From an optimization exercise on the open Yosys and OpenROAD flow, aimed at small area, a short achievable clock period and few clock cycles; shortcuts taken in it are not production practice. Where RTL was checked, it was by simulation tests only, not by an equivalence proof against the original. For runs 1 to 5, only the layout was checked, not whether the RTL still works. Power figures rest on the tool's default switching activity, not on a simulated workload.

==> flow/design.v <==
module relu #(
    parameter DATA_WIDTH = 8
)(
    input  wire                  zero,
    input  wire [DATA_WIDTH-1:0] in,
    output wire [DATA_WIDTH-1:0] out
);
    assign out = zero ? {DATA_WIDTH{1'b0}} : in;
endmodule
module maxpool2 #(
    parameter DATA_WIDTH = 8
)(
    input  wire                  first,
    input  wire                  gt_in,
    input  wire [DATA_WIDTH-1:0] acc,
    input  wire [DATA_WIDTH-1:0] in,
    output wire                  gt_out
);
    assign gt_out = (in > acc) || (in == acc && gt_in && !first);
endmodule
module conv_for_nmcu #(
    parameter DATABUS_WIDTH = 32
)(
    input  wire [DATABUS_WIDTH-9:0] s_in,
    input  wire [DATABUS_WIDTH-9:0] c_in,
    input  wire [7:0]               p_in,
    input  wire [DATABUS_WIDTH-1:0] a,
    input  wire [7:0]               d,
    output wire [DATABUS_WIDTH-1:0] u,
    output wire [DATABUS_WIDTH-1:0] v
);
    localparam W = DATABUS_WIDTH;
    function automatic [2*W-1:0] csa(input [W-1:0] x, input [W-1:0] y, input [W-1:0] z);
        reg [W-1:0] maj;
        begin
            maj = (x & y) | (x & z) | (y & z);
            csa = {x ^ y ^ z, maj[W-2:0], 1'b0};
        end
    endfunction
    wire [W-1:0] pp [0:7];
    genvar g;
    generate
        for (g = 0; g < 8; g = g + 1) begin : PP
            assign pp[g] = (a << g) & {W{d[g]}};
        end
    endgenerate
    wire [W-1:0] rs = {8'd0, s_in};
    wire [W-1:0] rc = {8'd0, c_in};
    wire [W-1:0] rp = {{(W-8){1'b0}}, p_in};
    wire [W-1:0] a1, b1, a2, b2, a3, b3;
    assign {a1, b1} = csa(rs, rc, rp);
    assign {a2, b2} = csa(pp[0], pp[1], pp[2]);
    assign {a3, b3} = csa(pp[3], pp[4], pp[5]);
    wire [W-1:0] c1, d1, c2, d2;
    assign {c1, d1} = csa(a1, b1, a2);
    assign {c2, d2} = csa(b2, a3, b3);
    wire [W-1:0] e1, f1, e2, f2;
    assign {e1, f1} = csa(c1, d1, c2);
    assign {e2, f2} = csa(d2, pp[6], pp[7]);
    wire [W-1:0] g1, h1;
    assign {g1, h1} = csa(e1, f1, e2);
    assign {u, v} = csa(g1, h1, f2);
endmodule
module nmcu #(
    parameter ADDR_WIDTH = 16,
    parameter DATABUS_WIDTH = 32,
    parameter MAX_DESCS = 4,
    parameter MAX_INPUT_DIM=4,
    parameter MAX_KERNEL_DIM=3
) (
    input wire clk,
    input wire rst,
    input wire start,
    output reg done,
    input wire [ADDR_WIDTH-1:0] nmcu_desc,
    input wire [ADDR_WIDTH-1:0] input_addr,
    input wire [ADDR_WIDTH-1:0] output_addr,
    input wire [$clog2(MAX_INPUT_DIM):0] full_input_width,
    input wire [$clog2(MAX_INPUT_DIM):0] full_input_height,
    input wire [$clog2(MAX_INPUT_DIM):0] full_output_width,
    input wire [$clog2(MAX_INPUT_DIM):0] full_output_height,
    output reg mem_w,
    output reg mem_sel,
    output wire [ADDR_WIDTH-1:0] address_bus,
    input wire [DATABUS_WIDTH-1:0] data_bus_in,
    output wire [DATABUS_WIDTH-1:0] data_bus_out,
    input wire ready
);
    localparam [2:0] S_IDLE  = 3'd0,
                     S_DESC  = 3'd1,    
                     S_KLOAD = 3'd2,    
                     S_CONV  = 3'd3,    
                     S_LOAD  = 3'd4,    
                     S_MAXP  = 3'd5,    
                     S_WB    = 3'd6,    
                     S_FIN   = 3'd7;
    localparam [1:0] T_NOP = 2'd0, T_CONV = 2'd1, T_MAXP = 2'd2, T_RELU = 2'd3;
    (* fsm_encoding = "none" *) reg [2:0] st;
    reg  [1:0] ph;         
    reg        ph0;        
    reg        l0;         
    reg        pend;       
    reg        got;        
    reg        pnd;        
    reg  [1:0] typ;        
    reg  [2:0] hh, ww;     
    reg  [1:0] kk;         
    reg  [2:0] fiw;        
    reg  [1:0] r, c, i, j;
    reg  [15:0] address, ptr;
    reg  [31:0] xin;       
    reg  [31:0] bd;        
    reg  [7:0] bq [0:15][0:3];
    reg  [7:0] rq [0:3];   
    reg  [23:0] s, cy;     
    reg        cb;         
    reg  [5:0] delta_q;
    reg  [7:0] ob;
    reg        we_q;
    reg  [15:0] wsel_q;
    reg        rins, rzero;
    reg  [15:0] rsel;
    reg  [7:0] hbq;
    reg        zq;         
    reg        mrun, mfirst, mlast;      
    reg  [3:0] opos;
    reg        lrun;                     
    reg  [3:0] lpos;
    reg        xact, xfirst, xhasprev;   
    reg        xcommit, xdone, hasout, take, gt;
    reg  [3:0] xpos, xprev;
    reg        wb_go, wb_full, wasm_done, wr_out, wlast;    
    assign address_bus  = address;
    assign data_bus_out = bd;
    wire xfer = mem_sel && ready;
    wire rdst = (st == S_DESC) || (st == S_KLOAD) || (st == S_CONV) || (st == S_LOAD);
    reg  proc;
    wire [2:0] hk = hh - {1'b0, kk};
    wire [2:0] wk = ww - {1'b0, kk};
    reg  [1:0] kb, rb, cb_;
    always @(posedge clk) begin
        kb <= (st == S_CONV || st == S_KLOAD) ? kk - 2'd1 :
              (st == S_MAXP) ? 2'd1 : 2'd0;
        rb <= (st == S_CONV)  ? hk[1:0] :
              (st == S_KLOAD) ? 2'd0 :
              (st == S_MAXP)  ? hh[2:1] - 2'd1 : hh[1:0] - 2'd1;
        cb_ <= (st == S_CONV)  ? wk[1:0] :
               (st == S_KLOAD) ? 2'd0 :
               (st == S_MAXP)  ? ww[2:1] - 2'd1 : ww[1:0] - 2'd1;
    end
    wire j_end = (j == kb);
    wire i_end = (i == kb);
    wire c_end = (c == cb_);
    wire r_end = (r == rb);
    wire iter_end = j_end && i_end && c_end && r_end;
    wire [1:0] nj = j_end ? 2'd0 : j + 2'd1;
    wire [1:0] ni = j_end ? (i_end ? 2'd0 : i + 2'd1) : i;
    wire [1:0] nc = (j_end && i_end) ? (c_end ? 2'd0 : c + 2'd1) : c;
    wire [1:0] nr = (j_end && i_end && c_end) ? (r_end ? 2'd0 : r + 2'd1) : r;
    wire [3:0] k2 = (kk == 2'd1) ? 4'd1 : (kk == 2'd2) ? 4'd4 : 4'd9;
    wire kwalk = (st == S_KLOAD) || (st == S_CONV && !l0);
    wire [2:0] m = fiw;
    wire [3:0] kbm = (kb == 2'd0) ? 4'd0 : (kb == 2'd1) ? {1'b0, m} : {m, 1'b0};
    wire [5:0] d_i = kwalk ? 6'd1 : {3'd0, m} - {4'd0, kb};
    wire [5:0] d_c = kwalk ? 6'd1 - {2'd0, k2} : 6'd1 - {2'd0, kbm} - {4'd0, kb};
    wire [5:0] d_r = kwalk ? 6'd1 - {2'd0, k2} : {3'd0, m} - {2'd0, kbm} - {4'd0, cb_} - {4'd0, kb};
    wire [5:0] delta = (st == S_DESC || !j_end) ? 6'd1 : !i_end ? d_i : !c_end ? d_c : d_r;
    wire [15:0] addr_step = address + {{10{delta_q[5]}}, delta_q};
    wire [3:0] kpos = 4'd0 - k2 + i * kk + j;
    wire [1:0] rrow = ((st == S_MAXP) ? {r[0], 1'b0} : r) + i;
    wire [1:0] rcol = ((st == S_MAXP) ? {c[0], 1'b0} : c) + j;
    wire [3:0] rp_next = (st == S_CONV && l0) ? kpos :
                         (st == S_WB && wb_go) ? {nr, nc} : {rrow, rcol};
    wire [15:0] rsel_next = 16'd1 << rp_next;
    reg  [7:0] hb_c;       
    reg        sg_c;       
    integer w;
    always @(*) begin
        hb_c = 8'd0;
        sg_c = 1'b0;
        for (w = 0; w < 16; w = w + 1) begin
            hb_c = hb_c | (bq[w][1] & {8{rsel[w]}});
            sg_c = sg_c | (bq[w][0][7] & rsel[w]);
        end
    end
    wire [7:0] hb;
    relu #(.DATA_WIDTH(8)) u_relu (.zero(zq), .in(hbq), .out(hb));
    always @(posedge clk) begin
        for (w = 0; w < 16; w = w + 1) begin
            bq[w][0] <= bq[w][1];
            bq[w][1] <= bq[w][2];
            bq[w][2] <= (we_q && wsel_q[w]) ? wdata : bq[w][3];
            bq[w][3] <= bq[w][0];
        end
        rq[0] <= rq[1];
        rq[1] <= rq[2];
        rq[2] <= rins ? (rzero ? 8'd0 : wdata) : rq[3];
        rq[3] <= rq[0];
        hbq <= hb_c;
        if (ph == 2'd2)
            rsel <= rsel_next;
        if (ph == 2'd3)
            zq <= pend && sg_c;
    end
    wire mac0  = (st == S_CONV) && proc;
    wire mstep = mac0 || mrun;
    reg  first_q;          
    wire first_now = ph0 ? first_q : mfirst;
    wire last_now  = mac0 ? (i_end && j_end) : mlast;
    wire [3:0] opos_now = mac0 ? {r, c} : opos;
    wire [31:0] mu, mv;
    conv_for_nmcu u_mac (
        .s_in (ph0 ? 24'd0 : s),
        .c_in (ph0 ? 24'd0 : cy),
        .p_in (first_now ? 8'd0 : rq[0]),
        .a    (xin),
        .d    (hb),
        .u    (mu),
        .v    (mv)
    );
    reg  [7:0] ul, vl;
    reg        mac_q;      
    reg        ph1;
    wire [8:0] mbyte = {1'b0, ul} + {1'b0, vl} + {8'd0, cb && !ph1};
    wire [7:0] wdata = mac_q ? mbyte[7:0] : ob;
    wire lw0  = (st == S_KLOAD || st == S_LOAD) && proc;
    wire lstep = lw0 || lrun;
    wire [3:0] lpos_now = lw0 ? ((st == S_KLOAD) ? kpos : {r, c}) : lpos;
    wire [7:0] xbyte = xin[{ph, 3'b000} +: 8];
    wire xs0  = (st == S_DESC) && proc && xin[1:0] == T_MAXP && !l0;
    wire xstep = xs0 || xact;
    wire xfirst_now = xs0 || xfirst;
    wire xhasprev_now = !xs0 && xhasprev;
    wire [7:0] fbyte = take ? bd[7:0] : rq[0];      
    wire [7:0] rn = xfirst_now ? 8'd0 : fbyte;
    wire gt_new;
    maxpool2 #(.DATA_WIDTH(8)) u_max (.first(ph == 2'd0), .gt_in(gt), .acc(rn), .in(hbq), .gt_out(gt_new));
    wire wstart = (st == S_WB) && ph == 2'd0 && !wasm_done && (!wb_full || xfer);
    wire bshift = (st == S_DESC) || xstep || xcommit || wstart || (st == S_WB && wb_go);
    always @(posedge clk) begin
        proc <= rdst && (xfer || got || pnd) && ph == 2'd3;
        first_q <= (i == 2'd0 && j == 2'd0);
        got <= xfer;
        pnd <= rdst && (got || pnd) && ph != 2'd0;
        delta_q <= delta;
        if (ready)
            xin <= data_bus_in;
        if (bshift)
            bd <= (st == S_WB && wb_go && ph == 2'd3 && pend && hbq[7]) ? 32'd0 :
                  {hbq, bd[31:8]};
        s  <= mu[31:8];
        cy <= mv[31:8];
        ul <= mu[7:0];
        vl <= mv[7:0];
        cb <= mbyte[8];
        mac_q <= mstep;
        ph1 <= ph0;
        rins  <= 1'b0;
        rzero <= 1'b0;
        we_q  <= 1'b0;
        wsel_q <= 16'd1 << opos_now;
        if (mstep) begin
            rins <= 1'b1;
            we_q <= last_now;
            wsel_q <= 16'd1 << opos_now;
        end else if (lstep) begin
            ob <= xbyte;
            we_q <= 1'b1;
            wsel_q <= 16'd1 << lpos_now;
        end else if (xstep) begin
            ob <= xfirst_now ? fbyte : rn;
            rins <= 1'b1;
            rzero <= xfirst_now;
            we_q <= xfirst_now && xhasprev_now;
            wsel_q <= 16'd1 << xprev;
        end else if (xcommit) begin
            ob <= fbyte;
            we_q <= 1'b1;
            wsel_q <= 16'd1 << xpos;
        end
        if (ph0)
            mfirst <= first_q;
        if (mac0) begin
            mrun <= 1'b1;
            mlast <= last_now;
            opos <= {r, c};
        end else if (ph == 2'd3) begin
            mrun <= 1'b0;
        end
        if (lw0) begin
            lrun <= 1'b1;
            lpos <= lpos_now;
        end else if (ph == 2'd3) begin
            lrun <= 1'b0;
        end
        if (xstep) begin
            gt <= gt_new;
            if (ph == 2'd3)
                take <= gt_new && !(pend && hbq[7]);    
        end
        if (ph == 2'd3)
            xcommit <= xact && xdone;
        if (xs0) begin
            xact <= 1'b1;       
            xfirst <= 1'b1;
            xhasprev <= 1'b0;
            xpos <= 4'd0;
            hasout <= 1'b1;
            xdone <= 1'b0;
        end
        if (xfer)
            wb_full <= 1'b0;
        if (wstart)
            wb_go <= 1'b1;
        if (st == S_WB && wb_go && ph == 2'd3) begin
            wb_go <= 1'b0;
            wb_full <= 1'b1;
        end
        if (xfer)
            wr_out <= 1'b0;
        case (st)
            S_IDLE: begin
                address <= nmcu_desc;
                fiw <= full_input_width;
            end
            S_DESC: begin
                if (proc) begin
                    typ <= xin[1:0];
                    ww <= xin[4:2];
                    hh <= xin[8:6];
                    kk <= xin[11:10];
                    ptr <= addr_step;
                    r <= 2'd0;
                    c <= 2'd0;
                    i <= 2'd0;
                    j <= (xin[1:0] == T_MAXP && !l0) ? 2'd1 : 2'd0;
                    if (xin[1:0] == T_CONV)
                        address <= xin[31:16];
                    else if (l0)
                        address <= input_addr;
                    else if (xin[1:0] == T_NOP)
                        address <= output_addr;
                    else
                        address <= addr_step;
                    wb_go <= 1'b1;        
                    wb_full <= 1'b0;
                    wasm_done <= 1'b0;
                    wr_out <= 1'b0;
                end
            end
            S_KLOAD: begin
                if (proc) begin
                    i <= ni;
                    j <= nj;
                    address <= iter_end ? input_addr : addr_step;
                end
            end
            S_CONV: begin
                if (proc) begin
                    r <= nr;
                    c <= nc;
                    i <= ni;
                    j <= nj;
                    address <= iter_end ? ptr : addr_step;
                end
            end
            S_LOAD: begin
                if (proc) begin
                    r <= nr;
                    c <= nc;
                    address <= !iter_end ? addr_step :
                               (typ == T_NOP) ? output_addr : ptr;
                    hasout <= 1'b0;
                    xdone <= 1'b0;
                    wb_go <= 1'b0;
                    wb_full <= 1'b0;
                    wasm_done <= 1'b0;
                    wr_out <= 1'b0;
                end
            end
            S_MAXP: begin
                if (ph == 2'd3) begin
                    xact <= !xdone;
                    if (!xdone) begin
                        xfirst <= (i == 2'd0) && (j == 2'd0);
                        if (i == 2'd0 && j == 2'd0) begin
                            xhasprev <= hasout;
                            xprev <= xpos;
                            xpos <= {r, c};
                            hasout <= 1'b1;
                        end
                        r <= nr;
                        c <= nc;
                        i <= ni;
                        j <= nj;
                        if (iter_end)
                            xdone <= 1'b1;
                    end
                end
                if (xcommit && ph == 2'd0)
                    address <= ptr;
            end
            S_WB: begin
                if (wb_go && ph == 2'd3) begin
                    r <= nr;
                    c <= nc;
                    wlast <= iter_end;
                    if (iter_end)
                        wasm_done <= 1'b1;
                end
                if (wb_go && ph == 2'd1 && !wr_out)
                    wr_out <= 1'b1;
                if (got)
                    address <= address + 16'd1;
            end
            default: ;
        endcase
        if (st != S_MAXP && !xs0)
            xact <= 1'b0;
        if (st == S_IDLE) begin
            mrun <= 1'b0;
            lrun <= 1'b0;
            xcommit <= 1'b0;
        end
    end
    always @(posedge clk or posedge rst) begin
        if (rst) begin
            st <= S_IDLE;
            ph <= 2'd0;
            ph0 <= 1'b1;
            done <= 1'b0;
            mem_sel <= 1'b0;
            mem_w <= 1'b0;
            l0 <= 1'b1;
            pend <= 1'b0;
        end else begin
            ph <= (st == S_IDLE && !start) ? 2'd0 : ph + 2'd1;
            ph0 <= (st == S_IDLE && !start) || ph == 2'd3;
            if (xfer)
                mem_sel <= 1'b0;
            if (st == S_WB && xfer && wlast)
                done <= 1'b1;
            case (st)
                S_IDLE: begin
                    if (start) begin
                        mem_sel <= 1'b1;
                        st <= S_DESC;
                    end
                end
                S_DESC: begin
                    if (proc) begin
                        if (xin[1:0] == T_CONV) begin
                            mem_sel <= 1'b1;
                            st <= l0 ? S_KLOAD : S_CONV;
                        end else if (l0) begin
                            mem_sel <= 1'b1;
                            st <= S_LOAD;
                            if (xin[1:0] == T_RELU)
                                pend <= 1'b1;
                        end else if (xin[1:0] == T_NOP) begin
                            mem_w <= 1'b1;
                            st <= S_WB;
                        end else if (xin[1:0] == T_RELU) begin
                            pend <= 1'b1;
                            mem_sel <= 1'b1;
                        end else begin
                            st <= S_MAXP;
                        end
                    end
                end
                S_KLOAD: begin
                    if (proc) begin
                        mem_sel <= 1'b1;
                        if (iter_end)
                            st <= S_CONV;
                    end
                end
                S_CONV: begin
                    if (proc) begin
                        mem_sel <= 1'b1;
                        if (iter_end) begin
                            l0 <= 1'b0;
                            pend <= 1'b0;
                            st <= S_DESC;
                        end
                    end
                end
                S_LOAD: begin
                    if (proc) begin
                        if (iter_end) begin
                            if (typ == T_MAXP) begin
                                st <= S_MAXP;
                            end else if (typ == T_NOP) begin
                                mem_w <= 1'b1;
                                st <= S_WB;
                            end else begin
                                l0 <= 1'b0;
                                mem_sel <= 1'b1;
                                st <= S_DESC;
                            end
                        end else begin
                            mem_sel <= 1'b1;
                        end
                    end
                end
                S_MAXP: begin
                    if (xcommit && ph == 2'd0) begin
                        l0 <= 1'b0;
                        pend <= 1'b0;
                        mem_sel <= 1'b1;
                        st <= S_DESC;
                    end
                end
                S_WB: begin
                    if (wb_go && ph == 2'd1 && !wr_out)
                        mem_sel <= 1'b1;
                    if (got && wlast)
                        st <= S_FIN;
                end
                default: ;
            endcase
        end
    end
endmodule
==> flow/flow/run.sh <==
#!/bin/bash
# Layout flow: the standard flow, with the port buffers chosen
# explicitly and timing repair aiming for more setup slack.
set -e
export BUFFER_PORTS_ARGS="-buffer_cell sky130_fd_sc_hd__buf_2"
bash standard.sh SETUP_SLACK_MARGIN=11.8 finish > standard.log 2>&1
==> flow/standard.sh <==
#!/bin/bash
# synth_recipe.tcl (not shown) runs the flow's synth.tcl, then flattens the netlist and writes it again
# the make line also repeats each setting of config.mk as NAME=value (left out here)
make -C /OpenROAD-flow-scripts/flow DESIGN_CONFIG=/design/flow/config.mk WORK_HOME=/design/flow/orfs CLKGATE_MAP_FILE= SYNTH_SCRIPT=/design/flow/synth_recipe.tcl "${@:-finish}"
==> flow/config.mk <==
export PLATFORM = sky130hd
export DESIGN_NAME = nmcu
export DESIGN_NICKNAME = nmcu
export VERILOG_FILES = /design/flow/design.v
export SDC_FILE = /design/flow/constraint.sdc
export NUM_CORES = 8
export LEC_CHECK = 0
export ABC_CLOCK_PERIOD_IN_PS = 3500
export CAP_MARGIN = 20
export CORE_MARGIN = 2
export CORE_UTILIZATION = 55
export CTS_BUF_LIST = sky130_fd_sc_hd__clkbuf_16
export CTS_CLUSTER_DIAMETER = 80
export CTS_CLUSTER_SIZE = 20
export PLACE_DENSITY = 0.65
export SLEW_MARGIN = 20
==> flow/constraint.sdc <==
create_clock -name core_clock -period 16.0 [get_ports {clk}]
set_input_delay 3.2000 -clock core_clock [delete_from_list [all_inputs] [get_ports {clk}]]
set_output_delay 3.2000 -clock core_clock [all_outputs]
set_load 0.01 [all_outputs]
==> results.txt, run 1 <==
H-tree depth -> 2
starting density of the core -> 55.3%
# IOs -> 147
WP buf/inv -> 1
P per Cell Area -> 183 mW/mm2
cell count after synthesis -> 3,201
net load switching power -> 2.73 mW
Crit. path cell count -> 1
1st-pass router iterations -> 7
post-route cell area -> 0.0388 mm2
Comb pwr share -> 38.0%
Top FF cell, synth -> dfxtp_1
# rows -> 93
slowest stage delay, CP -> 0.48 ns
Layout Skew -> 0.0723 ns
DR iter-0 viols -> 1,854
slowest stage cell, crit path -> edfxtp_1
final setup vio count -> 0
area grow syn2layout -> 9.71%
min Tclk post-route -> 4.54 ns
core box area -> 0.0640 mm2
CTS max path bufs -> 3
GRT overflow -> 0
post-DP HPWL -> 63,900 um
post-cts hold buffer count -> 0
Die Width -> 258 um
Power Total -> 7.10 mW
Avg Inst Size Synth -> 11.1 um2
antenna violations before repair -> 1
final hold viol count -> 0
# fillers -> 5,290
path depth of the worst reg2reg path -> 10
register area share after synthesis -> 51.8%
Worst VDD drop -> 0.101 mV
Min-Delay Path Depth -> 0
Synth Area in XOR/XNOR -> 1.76%
antenna viol nets, final -> 0
Synth warnings -> 4
adder-cell area share of the yosys netlist -> 15.7%
final wirelength -> 90,800 um
number of flops mapped to enable cells by yosys -> 155
worst slew pin tran -> 1.15 ns
commonest non-fill, non-tap cell in the layout -> dfxtp_1
TNS Setup -> 0 ns
clk sinks -> 836
count of pins over their slew limit -> 0
drt wl/cell -> 21.6 um
critical setup path kind -> flip-flop to output pin
Port Buffers -> 137
largest net degree at the start of global routing -> 51
full die area -> 0.0664 mm2
clock root buffer -> clkbuf_16
Largest delay share family, worst path -> flip-flops
Distinct cells, synth -> 95
number of global-route vias before repair -> 24,500
DR DRC count -> 0
power share of the sequential group -> 42.7%
largest family of logic cells by synthesized area -> adder cells
Synth Register Bits -> 836
Clk pwr share -> 19.3%
cells along the critical path -> buf_2
max-cap viol count -> 0
asr flop ratio synth -> 1.32%
sw frac -> 38.5%
Post-Synth Simple-Gate Area -> 13.5%
CP startpoint kind -> flip-flop
# nets final -> 3,727
CP max FO -> 2
P_int -> 4.37 mW
Post-DP Area -> 0.0369 mm2
GRT Util Overall -> 27.4%
first-pass GRT wire length -> 141,000 um
min-delay worst type -> flip-flop to flip-flop
Die Height -> 258 um
mux contribution to synthesized area -> 1.43%
DR vias -> 23,700
TritonCTS Buffers -> 52
Synth Cell Area -> 0.0354 mm2
status -> no timing/DRC/antenna violations
commonest cells after routing, fill and taps aside -> 670 x dfxtp_1, 347 x nand2_1, 286 x inv_1
Max Clk Rate -> 220 MHz
WP data required -> 12.80 ns
LEAKAGE -> 15.9 nW
arrival time at the worst endpoint -> 1.34 ns
Worst setup EP type -> output pin
gpl congestion -> 0.931
Synth Area in Compound Gates -> 11.2%
Slew headroom -> 22.8%
Mapped Nets -> 3,609
multi-input logic area -> 0.0155 mm2
via density per instance -> 5.65
worst skew pair latency -> 0.67 ns
clock transition at the registers of the reported paths -> 0.10 ns
share of layout cells above drive strength 1 -> 10.2%
CTS tree -> built
Tcrit/Tclk final -> 28.4%
RSZ-0062 raised after global routing -> true
register area -> 0.0184 mm2
-- Yosys cell counts (19+ instances only) --
cell type / count / area (um2)
a21o_1: 19 / 143
a21oi_1: 86 / 430
a221oi_1: 48 / 420
a22o_1: 38 / 333
a22oi_1: 26 / 195
a31oi_1: 20 / 125
and2_1: 197 / 1230
clkbuf_1: 113 / 424
dfxtp_1: 670 / 13400
edfxtp_1: 155 / 4650
fa_1: 219 / 4380
ha_1: 93 / 1160
inv_1: 276 / 1040
mux2i_1: 27 / 270
nand2_1: 347 / 1300
nand2b_1: 42 / 263
nand3_1: 44 / 220
nor2_1: 82 / 308
nor2b_1: 61 / 382
nor3_1: 26 / 130
o21ai_0: 208 / 1040
o21ai_1: 22 / 110
o22ai_1: 19 / 119
xnor2_1: 52 / 455
xor2_1: 19 / 166
-- cell families (layout without fill, tap and decap cells) --
kind of cell	count (synthesis)	after routing
simple gates	913	913
compound gates	606	606
flops	836	836
other cells	0	1
xor+xnor	71	71
mux	40	40
fa+ha+maj	312	312
buf+inv	423	564
-- flip-flops by register name (all words and copies together), names as in the netlist, 3 cells and up --
register,count
address,16
bd,32
bq,512
cy,24
delta_q,6
fiw,3
hbq,8
hh,3
lpos,4
ob,8
opos,4
ptr,16
rq,32
rsel,16
s,24
st,3
ul,8
vl,4
wsel_q,16
ww,3
xin,32
xpos,4
xprev,4
-- metal layers --
layer  routed length [um]  share of wire (%)  global-route usage [%]  vias up
met4                 3440                3.8                    10.1        0
met1                38700                 43                    36.2    11800
met3                 4870                5.4                    3.80      197
li1                     -                  -                       -    11000
met5                    0                  0                       0        -
met2                43700                 48                    46.2      744
-- power by group through the flow --
stage	Clock (mW)	Combinational, mW	Sequential [mW]
5_1_grt	1.47	3.00	3.07
2_1_floorplan	0	1.83	2.89
4_1_cts	1.40	2.66	3.03
3_5_place_dp	0	2.54	3.10
3_3_place_gp	0	2.47	3.09
6_report	1.37	2.70	3.03
-- metrics by stage --
step	worst slack, ns	hold slack [ns]	utilization [%]	instances
3_5_place_dp	11.32	0.312	57.6	4080
3_3_place_gp	11.36	0.310	57.6	4080
5_1_grt	11.43	0.319	60.7	4197
6_report	11.46	0.309	60.7	4198
2_1_floorplan	11.76	0.310	-	3201
4_1_cts	11.45	0.310	60.5	4188
-- layout make-up --
type | instances | share of cell area, %
timing repair buffer | 206 | 3.23
clock buffer | 55 | 3.54
multi-input combinational | 1942 | 39.9
antenna | 1 | 0.00644
tap | 855 | 2.75
clock inverter | 22 | 0.615
sequential | 836 | 47.2
inverter | 281 | 2.72
-- timing repair --
action,CTS,global route
endpoints found under the hold margin,0,0
endpoints found under the setup margin,56,55
resized for setup,7,3
buffers inserted,31,9
-- final timing paths --
check,endpoint,start,slack (ns)
max,address_bus[5],address[5],11.46
min,bq[63][7],bq[60][7],0.31
max reg2reg,s[15],zq,11.92
min reg2reg,bq[63][7],bq[60][7],0.31
max in group asynchronous,done,rst,13.04
min in group asynchronous,mem_w,rst,2.57
==> run 2, diff against run 1 <==
--- a/flow/flow/run.sh
+++ b/flow/flow/run.sh
@@ -4,3 +4,3 @@
 set -e
 export BUFFER_PORTS_ARGS="-buffer_cell sky130_fd_sc_hd__buf_2"
-bash standard.sh SETUP_SLACK_MARGIN=11.8 finish > standard.log 2>&1
+bash standard.sh SETUP_SLACK_MARGIN=11.8 SYNTH_ARGS=-noabc finish > standard.log 2>&1
==> run 2 against run 1 <==
  * Still clean
  * Power grew 1.6%
  * First-iteration DRC count grew 1.4%
  * Sequential share of layout area grew 0.95 points
  * Wire length grew 0.86%
  * Clock power shrank 4%
  * Clock-buffer cell count shrank 3
  * Final cell count shrank 5.1%
  * Die area shrank 1.8%
  * Hold slack gained 0.0032 ns
  * Flip-flop and latch count is the same
  * Synthesized cell count shrank 6.2%
  * Critical endpoint is now address_bus[4]
  * Largest cell class unchanged
==> results.txt, run 2 <==
max-cap viol count -> 0 (unchanged)
Comb pwr share -> 39.5% (+1.5 points)
DR vias -> 23,000 (-2.9%)
Distinct cells, synth -> 89 (-6.3%)
Synth top cells by count -> 670 x dfxtp_1, 278 x nand2_1, 269 x and2_1
GRT overflow -> 0 (unchanged)
post-route cell area -> 0.0381 mm2 (-2.0%)
CTS tree -> built
count of pins over their slew limit -> 0 (unchanged)
RR Endpoint -> ul[7]
post-cts hold buffer count -> 0 (unchanged)
WP buf/inv -> 1 (unchanged)
H-tree depth -> 2 (unchanged)
Worst setup EP type -> output pin
final core utilization -> 60.7% (about the same)
cell count after synthesis -> 3,001 (-6.2%)
P_int -> 4.45 mW (+1.9%)
Max Clk Rate -> 221 MHz (+0.28%)
Synth warnings -> 4 (unchanged)
Tcrit/Tclk final -> 28.3% (-0.077 points)
gpl congestion -> 0.951 (+2.1%)
WP data required -> 12.80 ns (about the same)
number of global-route vias before repair -> 23,600 (-3.5%)
Post-DP Area -> 0.0362 mm2 (-1.8%)
Layout Skew -> 0.0407 ns (-0.0317 ns)
number of flops mapped to enable cells by yosys -> 155 (unchanged)
sw frac -> 38.3% (-0.18 points)
power share of the sequential group -> 42.3% (-0.4 points)
LEAKAGE -> 15.8 nW (-0.48%)
Port Buffers -> 137 (unchanged)
GRT Util Overall -> 28.0% (+0.58 points)
final wirelength -> 91,500 um (+0.86%)
# fillers -> 5,070 (-4.2%)
pre-CTS WS -> 10.87 ns (-0.442 ns)
Die Width -> 255 um (-0.89%)
largest net degree at the start of global routing -> 58 (+14%)
slowest stage cell, crit path -> edfxtp_1
Synth Register Bits -> 836 (unchanged)
post-DP HPWL -> 64,300 um (+0.69%)
starting density of the core -> 55.4% (+0.097 points)
min Tclk post-route -> 4.53 ns (-0.0124 ns)
setup ws final -> 11.47 ns (+0.0124 ns)
worst skew pair latency -> 0.66 ns (about the same)
cell with the most instances after synthesis -> dfxtp_1
# nets final -> 3,529 (-5.3%)
Critical Path Start -> address[4]
DR iter-0 viols -> 1,880 (+1.4%)
path depth of the worst reg2reg path -> 8 (-2)
worst reg2reg setup slack -> 11.96 ns (+0.04 ns)
Avg Inst Size Synth -> 11.6 um2 (+4.7%)
P per Cell Area -> 190 mW/mm2 (+3.7%)
area grow syn2layout -> 9.50%
final setup vio count -> 0 (unchanged)
Synth Cell Area -> 0.0348 mm2 (-1.8%)
CP max FO -> 2 (unchanged)
clk sinks -> 836 (unchanged)
CTS max path bufs -> 3 (unchanged)
CP startpoint kind -> flip-flop
final hold viol count -> 0 (unchanged)
drt wl/cell -> 23.0 um (+6.3%)
Die Height -> 255 um (-0.89%)
register area share after synthesis -> 52.8% (+0.95 points)
TritonCTS Buffers -> 51 (-1.9%)
first-pass GRT wire length -> 142,000 um (+0.35%)
net load switching power -> 2.76 mW (+1.2%)
Clk pwr share -> 18.2% (-1.1 points)
asr flop ratio synth -> 1.32% (unchanged)
crit path capture -> address_bus[4]
antenna violations before repair -> 2 (+1)
Mapped Nets -> 3,416 (-5.3%)
cells along the critical path -> buf_2
antenna viol nets, final -> 0 (unchanged)
clock transition at the registers of the reported paths -> 0.08 ns (-0.02 ns)
share of layout cells above drive strength 1 -> 10.6% (+0.42 points)
Crit. path cell count -> 1 (unchanged)
arrival time at the worst endpoint -> 1.33 ns (about the same)
clock root buffer -> clkbuf_16
core box area -> 0.0627 mm2 (-2.0%)
Slew headroom -> 18.0% (-4.9 points)
1st-pass router iterations -> 6 (-1)
Synth top area share -> 38.6% (+0.70 points)
Largest register FFs -> 512 (unchanged)
largest register by flop count -> bq
Synth area leaders -> dfxtp_1 39%, edfxtp_1 13%, fa_1 13%
# IOs -> 147 (unchanged)
Ant. Diodes -> 0 (-1)
DR DRC count -> 0 (unchanged)
via density per instance -> 5.79 (+2.4%)
Worst VDD drop -> 0.0990 mV (-2.3%)
min-delay worst type -> flip-flop to flip-flop
TNS Setup -> 0 ns (unchanged)
Largest delay share family, worst path -> flip-flops
leading area contributor after synthesis -> dfxtp_1
commonest non-fill, non-tap cell in the layout -> dfxtp_1
status -> no timing/DRC/antenna violations
# rows -> 92 (-1.1%)
worst slew pin tran -> 1.23 ns (+0.0772 ns)
Top FF cell, synth -> dfxtp_1
critical setup path kind -> flip-flop to output pin
reg-to-reg startpoint -> ph0
RSZ-0062 raised after global routing -> true
full die area -> 0.0652 mm2 (-1.8%)
slowest stage delay, CP -> 0.49 ns (about the same)
commonest cells after routing, fill and taps aside -> 669 x dfxtp_1, 276 x nand2_1, 269 x and2_1
-- run 2: how the worst min path moves through the flow --
stage	start	to	depth (start not counted)	slack, ns
2_1_floorplan	bq[8][0]	bq[11][0]	0	0.31
3_3_place_gp	bq[28][3]	bq[31][3]	0	0.31
3_5_place_dp	bq[12][4]	bq[15][4]	0	0.31
4_1_cts	rq[2][5]	rq[1][5]	0	0.32
5_1_grt	rq[2][5]	rq[1][5]	0	0.31
6_report	rq[2][5]	rq[1][5]	0	0.31
-- run 2: cells by family after synthesis --
family                     after synthesis  synth area share [%]
adders and majority gates              319                  16.2
DFF                                    836                  52.8
xor gates and xnor gates                74                  1.90
buffers and inverters                  222                  2.50
and+or+nand+nor                        901                  13.7
AOI/OAI and AO/OA                      603                  11.3
muxes                                   46                  1.67
-- run 2: area by class of cell --
cell class              instances  area (um2)  share of cell area [%]
clock buffers                  52        1300                    3.42
clock inverters                23         203                   0.532
inverters                      76         288                   0.756
multi-input cells            1943       15600                    41.1
flip-flops and latches        836       18300                    48.2
well taps                     846        1060                    2.78
repair buffers                206        1240                    3.25
-- run 2: repair_timing --
item | CTS | global route
setup endpoints to repair | 120 | 90
resized for setup | 8 | 7
buffers inserted | 29 | 11
cloned | 0 | 0
-- run 2: per-layer routing --
metal	routed length, um	vias up	GRT usage, %	part of all wire (%)
li1	-	10600	-	-
met2	43900	812	46.4	48
met5	0	-	0	0
met1	39200	11500	37.6	43
met3	5210	186	4.27	5.7
met4	3210	0	9.84	3.5
-- run 2: power by group through the flow --
stage          combinational (mW)  sequential [mW]  clock (mW)
2_1_floorplan                1.91             2.92           0
3_3_place_gp                 2.64             3.11           0
3_5_place_dp                 2.71             3.12           0
4_1_cts                      2.82             3.05        1.34
5_1_grt                      3.15             3.10        1.42
6_report                     2.85             3.05        1.32
-- run 2: per-stage QoR --
| step | hold WS, ns | power, mW | std cells |
|---|---|---|---|
| after detailed placement | 0.312 | 5.83 | 3867 |
| final | 0.313 | 7.21 | 3982 |
| after CTS | 0.318 | 7.21 | 3971 |
| after global routing | 0.313 | 7.66 | 3982 |
| after global placement | 0.310 | 5.75 | 3867 |
| after floorplan | 0.310 | 4.83 | 3001 |
==> run 3, diff against run 2 <==
--- a/flow/config.mk
+++ b/flow/config.mk
@@ -11,6 +11,6 @@
 export CORE_UTILIZATION = 55
 export CTS_BUF_LIST = sky130_fd_sc_hd__clkbuf_16
-export CTS_CLUSTER_DIAMETER = 80
-export CTS_CLUSTER_SIZE = 20
+export CTS_CLUSTER_DIAMETER = 60
+export CTS_CLUSTER_SIZE = 28
 export PLACE_DENSITY = 0.65
 export SLEW_MARGIN = 20
==> run 3 against run 2 <==
  * Still clean
  * Wire length down 0.50%
  * Maximum frequency is 1.7% higher
  * Register-to-register slack worse by 0.05 ns
  * Final cell count up 0.20%
  * Clock power up 5%
  * Die area unchanged
  * Final area up 0.40%
  * Critical path depth unchanged
  * Sequential power is essentially flat
  * Hold slack better by 0.0028 ns
  * Clock-buffer cell count is 2 lower
  * Combinational power is essentially flat
  * Critical path type unchanged
==> results.txt, run 3 <==
RSZ-0062 raised after global routing -> true
Max Clk Rate -> 225 MHz (+1.7%)
Ant. Diodes -> 0 (unchanged)
GRT overflow -> 0 (unchanged)
min Tclk post-route -> 4.45 ns (-0.0745 ns)
TritonCTS Buffers -> 50 (-2.0%)
commonest non-fill, non-tap cell in the layout -> dfxtp_1
cell count after synthesis -> 3,001 (unchanged)
Slew headroom -> 18.9% (+0.92 points)
largest net degree at the start of global routing -> 58 (unchanged)
post-route cell area -> 0.0382 mm2 (+0.40%)
via density per instance -> 5.75 (-0.59%)
Die Width -> 255 um (unchanged)
Synth area leaders -> dfxtp_1 39%, edfxtp_1 13%, fa_1 13%
H-tree depth -> 2 (unchanged)
number of global-route vias before repair -> 23,600 (-0.19%)
register area share after synthesis -> 52.8% (unchanged)
net load switching power -> 2.82 mW (+2.0%)
sw frac -> 38.7% (+0.37 points)
max-cap viol count -> 0 (unchanged)
final setup vio count -> 0 (unchanged)
Post-DP Area -> 0.0362 mm2 (unchanged)
leading area contributor after synthesis -> dfxtp_1
Mapped Nets -> 3,416 (unchanged)
Worst VDD drop -> 0.108 mV (+8.6%)
core box area -> 0.0627 mm2 (unchanged)
final hold viol count -> 0 (unchanged)
# IOs -> 147 (unchanged)
Avg Inst Size Synth -> 11.6 um2 (unchanged)
final non-filler cell total -> 3,990 (+0.20%)
critical setup path kind -> flip-flop to output pin
TNS Setup -> 0 ns (unchanged)
P per Cell Area -> 191 mW/mm2 (+0.59%)
slowest stage cell, crit path -> edfxtp_1
commonest cells after routing, fill and taps aside -> 668 x dfxtp_1, 276 x nand2_1, 269 x and2_1
P_int -> 4.47 mW (+0.39%)
Power Total -> 7.29 mW (+0.99%)
asr flop ratio synth -> 1.32% (unchanged)
power share of the sequential group -> 41.9% (-0.4 points)
CTS max path bufs -> 3 (unchanged)
slowest stage delay, CP -> 0.46 ns (-0.03 ns)
WP data required -> 12.80 ns (about the same)
DR vias -> 23,000 (-0.39%)
Synth top cells by count -> 670 x dfxtp_1, 278 x nand2_1, 269 x and2_1
Synth top area share -> 38.6% (unchanged)
clock transition at the registers of the reported paths -> 0.10 ns (+0.02 ns)
Layout Skew -> 0.0354 ns (-0.00526 ns)
Synth warnings -> 4 (unchanged)
gpl congestion -> 0.951 (unchanged)
Die Height -> 255 um (unchanged)
# nets final -> 3,529 (unchanged)
placed cell count -> 3,867 (unchanged)
starting density of the core -> 55.4% (unchanged)
drt wl/cell -> 22.8 um (-0.70%)
Port Buffers -> 137 (unchanged)
CP max FO -> 2 (unchanged)
LEAKAGE -> 15.8 nW (+0.20%)
worst reg2reg setup slack -> 11.91 ns (-0.05 ns)
CP startpoint kind -> flip-flop
first-pass GRT wire length -> 141,000 um (-0.48%)
status -> no timing/DRC/antenna violations
Top FF cell, synth -> dfxtp_1
GRT Util Overall -> 27.9% (-0.12 points)
WP buf/inv -> 1 (unchanged)
Synth Register Bits -> 836 (unchanged)
Synth Cell Area -> 0.0348 mm2 (unchanged)
share of layout cells above drive strength 1 -> 11.1% (+0.48 points)
area grow syn2layout -> 9.93%
Worst setup EP type -> output pin
antenna viol nets, final -> 0 (unchanged)
final wirelength -> 91,100 um (-0.50%)
1st-pass router iterations -> 5 (-1)
cells along the critical path -> buf_2
# rows -> 92 (unchanged)
antenna violations before repair -> 2 (unchanged)
final core utilization -> 60.9% (+0.24 points)
Comb pwr share -> 39.1% (-0.4 points)
Tcrit/Tclk final -> 27.8% (-0.47 points)
Distinct cells, synth -> 89 (unchanged)
count of pins over their slew limit -> 0 (unchanged)
DR DRC count -> 0 (unchanged)
post-DP HPWL -> 64,300 um (unchanged)
largest register by flop count -> bq
Clk pwr share -> 19.0% (+0.8 points)
number of flops mapped to enable cells by yosys -> 155 (unchanged)
CTS tree -> built
Largest register FFs -> 512 (unchanged)
worst skew pair latency -> 0.64 ns (-0.02 ns)
clock root buffer -> clkbuf_16
Largest delay share family, worst path -> flip-flops
DR iter-0 viols -> 1,813 (-3.6%)
worst slew pin tran -> 1.22 ns (-0.0138 ns)
clk sinks -> 836 (unchanged)
cell with the most instances after synthesis -> dfxtp_1
full die area -> 0.0652 mm2 (unchanged)
arrival time at the worst endpoint -> 1.25 ns (-0.08 ns)
min-delay worst type -> flip-flop to flip-flop
run 3: cell count changes in the layout (fill, tap and decap cells not counted), sizes merged:
cell	previous run	this run
inv	92	94
clkbuf	52	50
clkinv	7	14
buf	206	207
run 3: cells by family (layout without fill, tap and decap cells):
kind of cell / Yosys count / count (layout) / share of synthesized area [%]
DFF: 836 / 836 / 52.8
muxes: 46 / 46 / 1.67
adders and majority gates: 319 / 319 / 16.2
AOI/OAI and AO/OA: 603 / 603 / 11.3
and+or+nand+nor: 901 / 901 / 13.7
xor gates and xnor gates: 74 / 74 / 1.90
buffers and inverters: 222 / 365 / 2.50
run 3: layout make-up:
class / count / area, um2
inverter: 76 / 288
fill: 5066 / 24500
clock inverter: 32 / 395
tap: 846 / 1060
sequential: 836 / 18400
timing repair buffer: 207 / 1240
multi-input combinational: 1943 / 15600
clock buffer: 50 / 1250
run 3: timing repair:
item	in CTS	in global routing
hold endpoints to repair	0	0
gates cloned	0	0
gates resized for setup	7	8
hold buffers	0	0
setup endpoints to repair	124	98
buffers inserted	29	12
run 3: metrics by stage:
| stage | worst slack [ns] | hold WS, ns |
|---|---|---|
| floorplan | 11.04 | 0.310 |
| global placement | 10.92 | 0.310 |
| detailed placement | 10.87 | 0.312 |
| CTS | 11.49 | 0.324 |
| global route | 11.53 | 0.327 |
| finish | 11.55 | 0.316 |
run 3: metal layers:
layer	track usage, %	vias to the layer above	part of all wire [%]
met1	37.4	11400	43
met3	4.08	183	5.8
li1	-	10600	-
met5	0	-	0
met4	9.66	0	3.5
met2	46.4	755	48
run 3: worst paths after layout:
check                      startpoint        endpoint  cells past startpoint
min in group asynchronous         rst           ph[1]                      2
min reg2reg                 bq[24][4]       bq[27][4]                      0
min                         bq[24][4]       bq[27][4]                      0
max                        address[4]  address_bus[4]                      1
max reg2reg                    hbq[3]           s[13]                      8
max in group asynchronous         rst           st[2]                      2
run 3: power by group through the flow:
stage	Clock [mW]	Sequential (mW)	Combinational (mW)
after detailed placement	0	3.12	2.71
after floorplan	0	2.92	1.91
final	1.39	3.05	2.85
after global placement	0	3.11	2.64
after CTS	1.41	3.05	2.82
after global routing	1.49	3.10	3.15
==> run 4, diff against run 3 <==
--- a/flow/config.mk
+++ b/flow/config.mk
@@ -9,8 +9,8 @@
 export CAP_MARGIN = 20
 export CORE_MARGIN = 2
-export CORE_UTILIZATION = 55
+export CORE_UTILIZATION = 65
 export CTS_BUF_LIST = sky130_fd_sc_hd__clkbuf_16
-export CTS_CLUSTER_DIAMETER = 60
-export CTS_CLUSTER_SIZE = 28
-export PLACE_DENSITY = 0.65
+export CTS_CLUSTER_DIAMETER = 80
+export CTS_CLUSTER_SIZE = 20
+export PLACE_DENSITY = 0.75
 export SLEW_MARGIN = 20
==> run 4 against run 3 <==
  * Core utilization up 11 points
  * Setup slack lost 0.075 ns
  * Synthesized area did not move
  * Final cell count fell by 4.2%
  * Global-route usage increased by 5.1 points
  * Clock-buffer cell count is 2 higher
  * Clock skew is 0.014 ns lower
  * Sequential power barely moved
  * Clock power shrank 6%
  * Critical endpoint is now address_bus[10]
  * Largest cell class unchanged
==> results.txt, run 4 <==
Largest register FFs -> 512 (unchanged)
mux contribution to synthesized area -> 1.67% (unchanged)
min Tclk post-route -> 4.53 ns (+0.0746 ns)
cell with the most instances after synthesis -> dfxtp_1
antenna viol nets, final -> 0 (unchanged)
DR iter-0 viols -> 2,378 (+31%)
Crit. path cell count -> 1 (unchanged)
Top FF cell, synth -> dfxtp_1
pre-CTS WS -> 10.93 ns (+0.0512 ns)
WP buf/inv -> 1 (unchanged)
DR DRC count -> 0 (unchanged)
clock transition at the registers of the reported paths -> 0.09 ns (about the same)
commonest non-fill, non-tap cell in the layout -> dfxtp_1
area grow syn2layout -> 8.89%
adder-cell area share of the yosys netlist -> 16.2% (unchanged)
full die area -> 0.0553 mm2 (-15%)
# rows -> 84 (-8.7%)
Synth warnings -> 4 (unchanged)
number of global-route vias before repair -> 24,500 (+3.6%)
RR Endpoint -> ul[7]
GRT overflow -> 0 (unchanged)
share of layout cells above drive strength 1 -> 10.4% (-0.67 points)
GRT Util Overall -> 33.0% (+5.1 points)
cells along the critical path -> buf_2
slowest stage delay, CP -> 0.49 ns (+0.03 ns)
count of pins over their slew limit -> 0 (unchanged)
DR vias -> 23,700 (+3.1%)
largest register by flop count -> bq
cell count after synthesis -> 3,001 (unchanged)
H-tree depth -> 2 (unchanged)
gpl congestion -> 0.969 (+1.9%)
slowest stage cell, crit path -> edfxtp_1
Max Clk Rate -> 221 MHz (-1.6%)
reg-to-reg startpoint -> ph0
Mapped Nets -> 3,416 (unchanged)
worst reg2reg setup slack -> 12.02 ns (+0.11 ns)
post-route cell area -> 0.0379 mm2 (-0.95%)
Synth Area in Compound Gates -> 11.3% (unchanged)
CTS max path bufs -> 3 (unchanged)
Synth Area in XOR/XNOR -> 1.90% (unchanged)
leading area contributor after synthesis -> dfxtp_1
Die Width -> 235 um (-7.9%)
WP data required -> 12.80 ns (about the same)
max-cap viol count -> 0 (unchanged)
Worst setup EP type -> output pin
CP max FO -> 2 (unchanged)
number of flops mapped to enable cells by yosys -> 155 (unchanged)
Ant. Diodes -> 0 (unchanged)
Worst VDD drop -> 0.119 mV (+11%)
path depth of the worst reg2reg path -> 7 (-1)
register area share after synthesis -> 52.8% (unchanged)
worst slew pin tran -> 1.10 ns (-0.116 ns)
worst skew pair latency -> 0.65 ns (about the same)
min-delay worst type -> flip-flop to flip-flop
Tcrit/Tclk final -> 28.3% (+0.47 points)
status -> no timing/DRC/antenna violations
post-DP HPWL -> 62,400 um (-3.0%)
1st-pass router iterations -> 6 (+1)
LEAKAGE -> 15.8 nW (-0.23%)
commonest cells after routing, fill and taps aside -> 669 x dfxtp_1, 276 x nand2_1, 269 x and2_1
TNS Setup -> 0 ns (unchanged)
Layout Skew -> 0.0213 ns (-0.0142 ns)
# nets final -> 3,528 (-0.028%)
Hold Worst Slack -> 0.325 ns (+0.00987 ns)
Post-DP Area -> 0.0360 mm2 (-0.53%)
largest family of logic cells by synthesized area -> adder cells
final hold viol count -> 0 (unchanged)
Slew headroom -> 26.6% (+7.7 points)
# IOs -> 147 (unchanged)
CP startpoint kind -> flip-flop
Distinct cells, synth -> 89 (unchanged)
first-pass GRT wire length -> 141,000 um (about the same)
final setup vio count -> 0 (unchanged)
clk sinks -> 836 (unchanged)
Synth Cell Area -> 0.0348 mm2 (unchanged)
antenna violations before repair -> 4 (+2)
final non-filler cell total -> 3,822 (-4.2%)
CTS tree -> built
placed cell count -> 3,711 (-4.0%)
RSZ-0062 raised after global routing -> true
Synth top cells by count -> 670 x dfxtp_1, 278 x nand2_1, 269 x and2_1
Avg Inst Size Synth -> 11.6 um2 (unchanged)
drt wl/cell -> 23.6 um (+3.3%)
Min-Delay Path Depth -> 0 (unchanged)
Critical Path Start -> address[10]
asr flop ratio synth -> 1.32% (unchanged)
final wirelength -> 90,200 um (-1.0%)
P per Cell Area -> 191 mW/mm2 (about the same)
Port Buffers -> 137 (unchanged)
clock root buffer -> clkbuf_16
critical setup path kind -> flip-flop to output pin
Post-Synth Simple-Gate Area -> 13.7% (unchanged)
Largest delay share family, worst path -> flip-flops
Die Height -> 235 um (-7.9%)
via density per instance -> 6.19 (+7.6%)
setup ws final -> 11.47 ns (-0.0746 ns)
Synth top area share -> 38.6% (unchanged)
starting density of the core -> 65.9% (+10 points)
Synth Register Bits -> 836 (unchanged)
crit path capture -> address_bus[10]
Synth area leaders -> dfxtp_1 39%, edfxtp_1 13%, fa_1 13%
largest net degree at the start of global routing -> 58 (unchanged)
TritonCTS Buffers -> 50 (unchanged)
arrival time at the worst endpoint -> 1.33 ns (+0.08 ns)
core box area -> 0.0528 mm2 (-16%)
## run 4: cell families after synthesis
family / count (synthesis)
xor gates and xnor gates: 74
buffers and inverters: 222
AOI/OAI and AO/OA: 603
DFF: 836
adders and majority gates: 319
and+or+nand+nor: 901
muxes: 46
## run 4: power breakdown
| part | switching [mW] | internal, mW |
|---|---|---|
| Sequential | 0.370 | 2.70 |
| Combinational | 1.69 | 1.16 |
| Clock | 0.702 | 0.597 |
## run 4: timing repair
item,in CTS,in global routing
hold buffers,0,0
resized for setup,7,6
setup buffers,32,6
hold endpoints to repair,0,0
endpoints found under the setup margin,100,100
pin swaps,0,0
## run 4: final cells by class
| class | count | area (um2) |
|---|---|---|
| Clock buffer | 52 | 1300 |
| Fill cell | 3778 | 14900 |
| Tap cell | 688 | 861 |
| Clock inverter | 21 | 183 |
| Multi-Input combinational cell | 1943 | 15600 |
| Inverter | 76 | 288 |
| Timing Repair Buffer | 206 | 1250 |
| Sequential cell | 836 | 18400 |
## run 4: metrics by stage
| stage | total power [mW] | utilization, % |
|---|---|---|
| final | 7.21 | 71.7 |
| after global routing | 7.64 | 71.7 |
| after CTS | 7.17 | 71.6 |
| after detailed placement | 5.80 | 68.3 |
| after global placement | 5.70 | 68.3 |
| after floorplan | 4.83 | - |
## run 4: worst min path at each step
stage / from / to / slack, ns
global placement: bq[4][5] / bq[7][5] / 0.31
detailed placement: bq[18][7] / bq[17][7] / 0.31
floorplan: bq[8][0] / bq[11][0] / 0.31
global route: rq[2][6] / rq[1][6] / 0.33
CTS: rq[2][6] / rq[1][6] / 0.33
finish: rq[2][6] / rq[1][6] / 0.33
## run 4: metal layers
metal | up-vias | track usage, % | share of wire [%]
met5 | - | 0 | 0.031
met4 | 4 | 15.0 | 4.8
met3 | 250 | 5.18 | 7.2
met2 | 1116 | 53.1 | 47
met1 | 11700 | 44.5 | 41
li1 | 10600 | - | -
==> run 5, diff against run 4 <==
--- a/flow/config.mk
+++ b/flow/config.mk
@@ -6,11 +6,11 @@
 export NUM_CORES = 8
 export LEC_CHECK = 0
-export ABC_CLOCK_PERIOD_IN_PS = 3500
+export ABC_AREA = 1
 export CAP_MARGIN = 20
 export CORE_MARGIN = 2
-export CORE_UTILIZATION = 65
+export CORE_UTILIZATION = 55
 export CTS_BUF_LIST = sky130_fd_sc_hd__clkbuf_16
 export CTS_CLUSTER_DIAMETER = 80
 export CTS_CLUSTER_SIZE = 20
-export PLACE_DENSITY = 0.75
+export PLACE_DENSITY = 0.65
 export SLEW_MARGIN = 20
==> run 5 against run 4 <==
  * Critical path depth unchanged
  * Clock skew increased by 0.021 ns
  * Synthesized area decreased by 0.27%
  * Hold slack got worse by 0.017 ns
  * Power decreased by 50%
  * Core utilization decreased by 11 points
  * Sequential share of layout area decreased by 0.41 points
  * Wire length increased by 0.84%
  * First-iteration DRC count decreased by 17%
  * Non-clock buffer count decreased by 2
  * Clock-buffer cell count increased by 2
  * Critical path type unchanged
  * Largest cell class unchanged
  * Highest routed layer unchanged
==> results.txt, run 5 <==
register area share after synthesis -> 52.9% (+0.14 points)
CTS tree -> built
clock transition at the registers of the reported paths -> 0.09 ns (about the same)
core box area -> 0.0627 mm2 (+19%)
slowest stage delay, CP -> 0.42 ns (-0.07 ns)
gpl congestion -> 0.907 (-6.3%)
share of layout cells above drive strength 1 -> 10.1% (-0.36 points)
Top FF cell, synth -> dfxtp_1
count of pins over their slew limit -> 0 (unchanged)
critical setup path kind -> flip-flop to output pin
clk sinks -> 836 (unchanged)
CTS max path bufs -> 3 (unchanged)
area grow syn2layout -> 10.1%
arrival time at the worst endpoint -> 1.24 ns (-0.09 ns)
Synth top cells by count -> 670 x dfxtp_1, 633 x nand2_1, 484 x nor2_1
post-route cell area -> 0.0382 mm2 (+0.85%)
leading area contributor after synthesis -> dfxtp_1
Crit. path cell count -> 1 (unchanged)
Power Total -> 3.59 mW (-50%)
commonest cells after routing, fill and taps aside -> 670 x dfxtp_1, 631 x nand2_1, 484 x nor2_1
GRT Util Overall -> 28.0% (-4.9 points)
Synth warnings -> 4 (unchanged)
worst reg2reg setup slack -> 11.90 ns (-0.12 ns)
crit path capture -> data_bus_out[12]
H-tree depth -> 2 (unchanged)
LEAKAGE -> 17.3 nW (+9.7%)
# IOs -> 147 (unchanged)
Synth top area share -> 38.7% (+0.11 points)
WP buf/inv -> 1 (unchanged)
DR vias -> 24,800 (+4.9%)
worst skew pair latency -> 0.65 ns (about the same)
path depth of the worst reg2reg path -> 9 (+2)
grt met1 use -> 37.4% (-7.1 points)
RSZ-0062 raised after global routing -> true
DR DRC count -> 0 (unchanged)
Max Clk Rate -> 225 MHz (+2.0%)
CP startpoint kind -> flip-flop
Avg Inst Size Synth -> 9.91 um2 (-14%)
Largest register FFs -> 512 (unchanged)
Critical Path Start -> bd[12]
worst slew pin tran -> 0.963 ns (-0.138 ns)
commonest non-fill, non-tap cell in the layout -> dfxtp_1
pre-CTS WS -> 10.95 ns (+0.0210 ns)
Distinct cells, synth -> 63 (-29%)
Die Width -> 255 um (+8.4%)
cell count after synthesis -> 3,500 (+17%)
Mapped Nets -> 3,915 (+15%)
reg-to-reg startpoint -> zq
clock root buffer -> clkbuf_16
Slew headroom -> 35.8% (+9.2 points)
Worst VDD drop -> 0.102 mV (-14%)
antenna viol nets, final -> 0 (unchanged)
status -> no timing/DRC/antenna violations
RR Endpoint -> s[11]
asr flop ratio synth -> 1.32% (unchanged)
number of flops mapped to enable cells by yosys -> 155 (unchanged)
Synth Register Bits -> 836 (unchanged)
# nets final -> 4,067 (+15%)
via density per instance -> 5.49 (-11%)
Post-DP Area -> 0.0362 mm2 (+0.40%)
largest register by flop count -> bq
largest net degree at the start of global routing -> 34 (-41%)
Hold Worst Slack -> 0.308 ns (-0.0173 ns)
Ant. Diodes -> 0 (unchanged)
post-DP HPWL -> 64,200 um (+3.0%)
post-cts hold buffer count -> 0 (unchanged)
slowest stage cell, crit path -> edfxtp_1
min-delay worst type -> flip-flop to flip-flop
final wirelength -> 90,900 um (+0.84%)
Synth Cell Area -> 0.0347 mm2 (-0.27%)
TritonCTS Buffers -> 51 (+2.0%)
GRT Max-Usage Layer -> met2
Hold Crit Start -> bq[0][0]
setup ws final -> 11.56 ns (+0.0899 ns)
CP max FO -> 2 (unchanged)
Synth area leaders -> dfxtp_1 39%, edfxtp_1 13%, fa_1 13%
Largest delay share family, worst path -> flip-flops
cell with the most instances after synthesis -> dfxtp_1
max-cap viol count -> 0 (unchanged)
Tcrit/Tclk final -> 27.7% (-0.56 points)
antenna violations before repair -> 1 (-3)
WP data required -> 12.80 ns (about the same)
Die Height -> 255 um (+8.4%)
drt wl/cell -> 20.1 um (-15%)
Worst setup EP type -> output pin
final setup vio count -> 0 (unchanged)
GRT overflow -> 0 (unchanged)
met2 Use GR -> 46.9% (-6.2 points)
TNS Setup -> 0 ns (unchanged)
P per Cell Area -> 94.0 mW/mm2 (-51%)
cells along the critical path -> buf_2
# rows -> 92 (+9.5%)
min Tclk post-route -> 4.44 ns (-0.0899 ns)
Layout Skew -> 0.0423 ns (+0.0210 ns)
Port Buffers -> 137 (unchanged)
1st-pass router iterations -> 7 (+1)
final hold viol count -> 0 (unchanged)
met3 global-route usage -> 3.98% (-1.2 points)
first-pass GRT wire length -> 140,000 um (-0.98%)
starting density of the core -> 55.3% (-11 points)
DR iter-0 viols -> 1,965 (-17%)
full die area -> 0.0651 mm2 (+18%)
number of global-route vias before repair -> 24,900 (+1.9%)
## run 5: cell types whose count changed after synthesis, moves of 37 or more
| cell | before | now |
|---|---|---|
| nand3_1 | 37 | 110 |
| and2_1 | 269 | 3 |
| clkbuf_1 | 121 | 84 |
| nor2b_1 | 70 | 0 |
| nand2_1 | 278 | 633 |
| inv_1 | 69 | 298 |
| nor2_1 | 85 | 484 |
## run 5: logic make-up (layout without fill, tap and decap cells)
group	count (synthesis)	in the layout	synth area share, %
simple gates	1328	1329	15.8
buf+inv	458	629	5.11
flops	836	836	52.9
fa+ha+maj	319	319	16.3
xor+xnor	50	50	1.26
mux	1	1	0.0325
compound gates	508	508	8.61
## run 5: power breakdown
group / switching, mW / total [mW] / leakage (nW) / internal, mW
registers: 0.0149 / 2.17 / 6.91 / 2.16
logic: 0.0486 / 0.0718 / 9.64 / 0.0231
clock network: 0.707 / 1.34 / 0.789 / 0.634
## run 5: what timing repair did
item	4_1_cts	5_1_grt
resized for setup	9	9
endpoints found under the setup margin	136	93
gates cloned	0	1
setup buffers	32	18
pin swaps	0	1
## run 5: area by class of cell
cell class	instances	area [um2]
well taps	846	1060
flip-flops and latches	836	18400
clock buffers	54	1350
inverters	352	1340
repair buffers	204	1280
fillers	5345	24600
multi-input cells	2207	14600
clock inverters	19	196
## run 5: worst min-delay path by stage
stage                endpoint  slack (ns)  depth (start not counted)
floorplan           bq[11][0]        0.31                          0
global placement    bq[37][0]        0.31                          0
detailed placement  bq[49][2]        0.31                          0
CTS                  bq[3][0]        0.31                          0
global route         bq[3][0]        0.32                          0
finish               bq[3][0]        0.31                          0
## run 5: metal layers
layer  vias up  wire length, um  part of all wire (%)
met1     12100            39000                    43
li1      11600                -                     -
met3       184             5770                   6.3
met2       933            43000                    47
met4         2             3110                   3.4
met5         -                9                0.0099
## run 5: per-stage QoR
step / std cells / util [%]
global placement: 4392 / 57.6
CTS: 4499 / 60.5
global route: 4518 / 60.9
finish: 4518 / 60.9
floorplan: 3500 / -
detailed placement: 4394 / 57.6
==> run 6, diff against run 5 <==
--- a/flow/design.v
+++ b/flow/design.v
@@ -110,5 +110,4 @@
     reg  [15:0] address, ptr;
     reg  [31:0] xin;       
-    reg  [31:0] bd;        
     reg  [7:0] bq [0:15][0:3];
     reg  [7:0] rq [0:3];   
@@ -132,5 +131,5 @@
     reg        wb_go, wb_full, wasm_done, wr_out, wlast;    
     assign address_bus  = address;
-    assign data_bus_out = bd;
+    assign data_bus_out = xin;
     wire xfer = mem_sel && ready;
     wire rdst = (st == S_DESC) || (st == S_KLOAD) || (st == S_CONV) || (st == S_LOAD);
@@ -232,10 +231,11 @@
     wire xfirst_now = xs0 || xfirst;
     wire xhasprev_now = !xs0 && xhasprev;
-    wire [7:0] fbyte = take ? bd[7:0] : rq[0];      
+    wire [7:0] fbyte = take ? xin[7:0] : rq[0];      
     wire [7:0] rn = xfirst_now ? 8'd0 : fbyte;
     wire gt_new;
     maxpool2 #(.DATA_WIDTH(8)) u_max (.first(ph == 2'd0), .gt_in(gt), .acc(rn), .in(hbq), .gt_out(gt_new));
     wire wstart = (st == S_WB) && ph == 2'd0 && !wasm_done && (!wb_full || xfer);
-    wire bshift = (st == S_DESC) || xstep || xcommit || wstart || (st == S_WB && wb_go);
+    wire wb0 = (st == S_DESC) && proc && xin[1:0] == T_NOP && !l0;
+    wire bshift = wb0 || xstep || xcommit || wstart || (st == S_WB && wb_go);
     always @(posedge clk) begin
         proc <= rdst && (xfer || got || pnd) && ph == 2'd3;
@@ -244,9 +244,9 @@
         pnd <= rdst && (got || pnd) && ph != 2'd0;
         delta_q <= delta;
-        if (ready)
+        if (ready && !mem_w)
             xin <= data_bus_in;
-        if (bshift)
-            bd <= (st == S_WB && wb_go && ph == 2'd3 && pend && hbq[7]) ? 32'd0 :
-                  {hbq, bd[31:8]};
+        else if (bshift)
+            xin <= (st == S_WB && wb_go && ph == 2'd3 && pend && hbq[7]) ? 32'd0 :
+                   {hbq, xin[31:8]};
         s  <= mu[31:8];
         cy <= mv[31:8];
--- a/flow/config.mk
+++ b/flow/config.mk
@@ -6,11 +6,11 @@
 export NUM_CORES = 8
 export LEC_CHECK = 0
-export ABC_AREA = 1
+export ABC_CLOCK_PERIOD_IN_PS = 3500
 export CAP_MARGIN = 20
 export CORE_MARGIN = 2
 export CORE_UTILIZATION = 55
 export CTS_BUF_LIST = sky130_fd_sc_hd__clkbuf_16
-export CTS_CLUSTER_DIAMETER = 80
-export CTS_CLUSTER_SIZE = 20
+export CTS_CLUSTER_DIAMETER = 60
+export CTS_CLUSTER_SIZE = 28
 export PLACE_DENSITY = 0.65
 export SLEW_MARGIN = 20
==> run 6 against run 5 <==
  * Still clean on timing, DRC and antenna
  * Core utilization grew 1.1 points
  * Hold slack lost 0.0017 ns
  * Synthesized area shrank 3.1%
  * Largest cell class unchanged
  * Largest power group is now combinational cells
  * Highest routed layer unchanged
==> results.txt, run 6 <==
status -> no timing/DRC/antenna violations
largest register by flop count -> bq
mux contribution to synthesized area -> 1.90% (+1.9 points)
Synth area leaders -> dfxtp_1 40%, fa_1 13%, edfxtp_1 11%
antenna violations before repair -> 6 (+5)
DR vias -> 23,100 (-6.9%)
Port Buffers -> 137 (unchanged)
RR Endpoint -> ul[7]
RSZ-0062 raised after global routing -> true
Mapped Nets -> 3,359 (-14%)
critical setup path kind -> flip-flop to output pin
GRT overflow -> 0 (unchanged)
share of layout cells above drive strength 1 -> 12.2% (+2.1 points)
asr flop ratio synth -> 1.37% (+0.052 points)
final core utilization -> 61.9% (+1.1 points)
Synth top cells by count -> 670 x dfxtp_1, 258 x nand2_1, 243 x and2_1
LEAKAGE -> 15.7 nW (-9.6%)
arrival time at the worst endpoint -> 1.36 ns (+0.12 ns)
full die area -> 0.0630 mm2 (-3.1%)
CP max FO -> 2 (unchanged)
leading area contributor after synthesis -> dfxtp_1
pre-CTS WS -> 10.92 ns (-0.0247 ns)
core box area -> 0.0604 mm2 (-3.8%)
final wirelength -> 95,200 um (+4.7%)
drt wl/cell -> 24.3 um (+21%)
count of pins over their slew limit -> 0 (unchanged)
CTS tree -> built
final non-filler cell total -> 3,912 (-13%)
Tcrit/Tclk final -> 28.5% (+0.78 points)
Worst setup EP type -> output pin
Synth warnings -> 4 (unchanged)
Die Height -> 251 um (-1.6%)
Synth Register Bits -> 804 (-3.8%)
slowest stage cell, crit path -> edfxtp_1
worst reg2reg setup slack -> 12.04 ns (+0.14 ns)
TNS Setup -> 0 ns (unchanged)
largest family of logic cells by synthesized area -> adder cells
Comb pwr share -> 47.5% (+45 points)
Synth top area share -> 39.9% (+1.3 points)
Synth Cell Area -> 0.0336 mm2 (-3.1%)
Min-Delay Path Depth -> 0 (unchanged)
first-pass GRT wire length -> 144,000 um (+3.4%)
power share of the sequential group -> 36.9% (-24 points)
P per Cell Area -> 230 mW/mm2 (+140%)
DR DRC count -> 0 (unchanged)
TritonCTS Buffers -> 48 (-5.9%)
final hold viol count -> 0 (unchanged)
worst slew pin tran -> 1.24 ns (+0.280 ns)
final setup vio count -> 0 (unchanged)
WP data required -> 12.80 ns (about the same)
Power Total -> 8.59 mW (+140%)
clk sinks -> 804 (-3.8%)
clock root buffer -> clkbuf_16
largest net degree at the start of global routing -> 51 (+50%)
CP startpoint kind -> flip-flop
Synth Area in XOR/XNOR -> 1.85% (+0.59 points)
Worst VDD drop -> 0.164 mV (+61%)
Synth Area in Compound Gates -> 11.9% (+3.3 points)
starting density of the core -> 55.6% (+0.37 points)
sw frac -> 39.1% (+18 points)
number of global-route vias before repair -> 23,800 (-4.5%)
cell with the most instances after synthesis -> dfxtp_1
commonest cells after routing, fill and taps aside -> 669 x dfxtp_1, 258 x nand2_1, 243 x and2_1
Clk pwr share -> 15.6% (-22 points)
P_int -> 5.23 mW (+86%)
DR iter-0 viols -> 1,833 (-6.7%)
Largest register FFs -> 512 (unchanged)
WP buf/inv -> 1 (unchanged)
Slew headroom -> 16.3% (-20 points)
commonest non-fill, non-tap cell in the layout -> dfxtp_1
worst skew pair latency -> 0.65 ns (about the same)
[run 6: changes by cell type after synthesis, sizes merged, moves of 31 or more]
cell	before	now
a22o	15	75
nor2b	0	74
and2	3	244
mux2i	0	31
inv	323	79
o21ai	273	217
nor2	503	129
edfxtp	155	123
nand2	649	259
nand3	112	40
clkbuf	84	129
[run 6: repair_timing]
item | 4_1_cts | 5_1_grt
buffers inserted | 53 | 22
pin swaps | 1 | 1
endpoints found under the setup margin | 127 | 72
resized for setup | 20 | 2
hold buffers | 0 | 0
cloned | 3 | 0
[run 6: power groups by stage]
| stage | Combinational [mW] | Sequential, mW | Clock (mW) |
|---|---|---|---|
| finish | 4.08 | 3.17 | 1.34 |
| global route | 4.62 | 3.23 | 1.43 |
| CTS | 4.09 | 3.17 | 1.36 |
| detailed placement | 3.91 | 3.28 | 0 |
| global placement | 3.76 | 3.26 | 0 |
| floorplan | 2.81 | 3.06 | 0 |
[run 6: metal layers]
layer	global-route usage, %	up-vias	wire length [um]
met1	39.0	11600	39400
met4	12.3	8	4090
li1	-	10500	-
met3	5.08	211	6150
met2	51.2	857	45500
met5	0	-	55
[run 6: worst max-delay path by stage]
stage,end,depth (start not counted),slack (ns),from
2_1_floorplan,address[7],5,11.59,output_addr[7]
3_3_place_gp,xin[28],5,10.95,ready
3_5_place_dp,xin[14],5,10.92,ready
4_1_cts,data_bus_out[1],2,11.43,xin[1]
5_1_grt,data_bus_out[28],1,11.41,xin[28]
6_report,data_bus_out[29],1,11.44,xin[29]
[run 6: area by class of cell]
class | count | area [um2] | share of cell area (%)
tap | 782 | 978 | 2.62
clock buffer | 48 | 1200 | 3.21
sequential | 804 | 17400 | 46.5
clock inverter | 33 | 407 | 1.09
antenna | 3 | 7.51 | 0.0201
inverter | 79 | 309 | 0.827
timing repair buffer | 247 | 1650 | 4.40
multi-input combinational | 1916 | 15400 | 41.3
[run 6: kinds of logic after synthesis]
logic type                 after synthesis
and+or+nand+nor                        865
muxes                                   52
AOI/OAI and AO/OA                      608
adders and majority gates              319
buffers and inverters                  225
xor gates and xnor gates                71
DFF                                    804
[run 6: metrics by stage]
stage	hold slack, ns	area [um2]
CTS	0.308	37200
floorplan	0.310	33600
detailed placement	0.312	35000
finish	0.306	37400
global route	0.316	37400
global placement	0.310	35000
Testbench counts of run 6, summed over its fixed seeds: cycles 17,188.

Setup slack of run 6, layout unchanged: 11.437 ns with ideal ports, 11.372 ns with driving cells assumed (clock clkbuf_16, inputs buf_2), 11.272 ns with port delays also shifted by the 0.695 ns mid clock arrival.
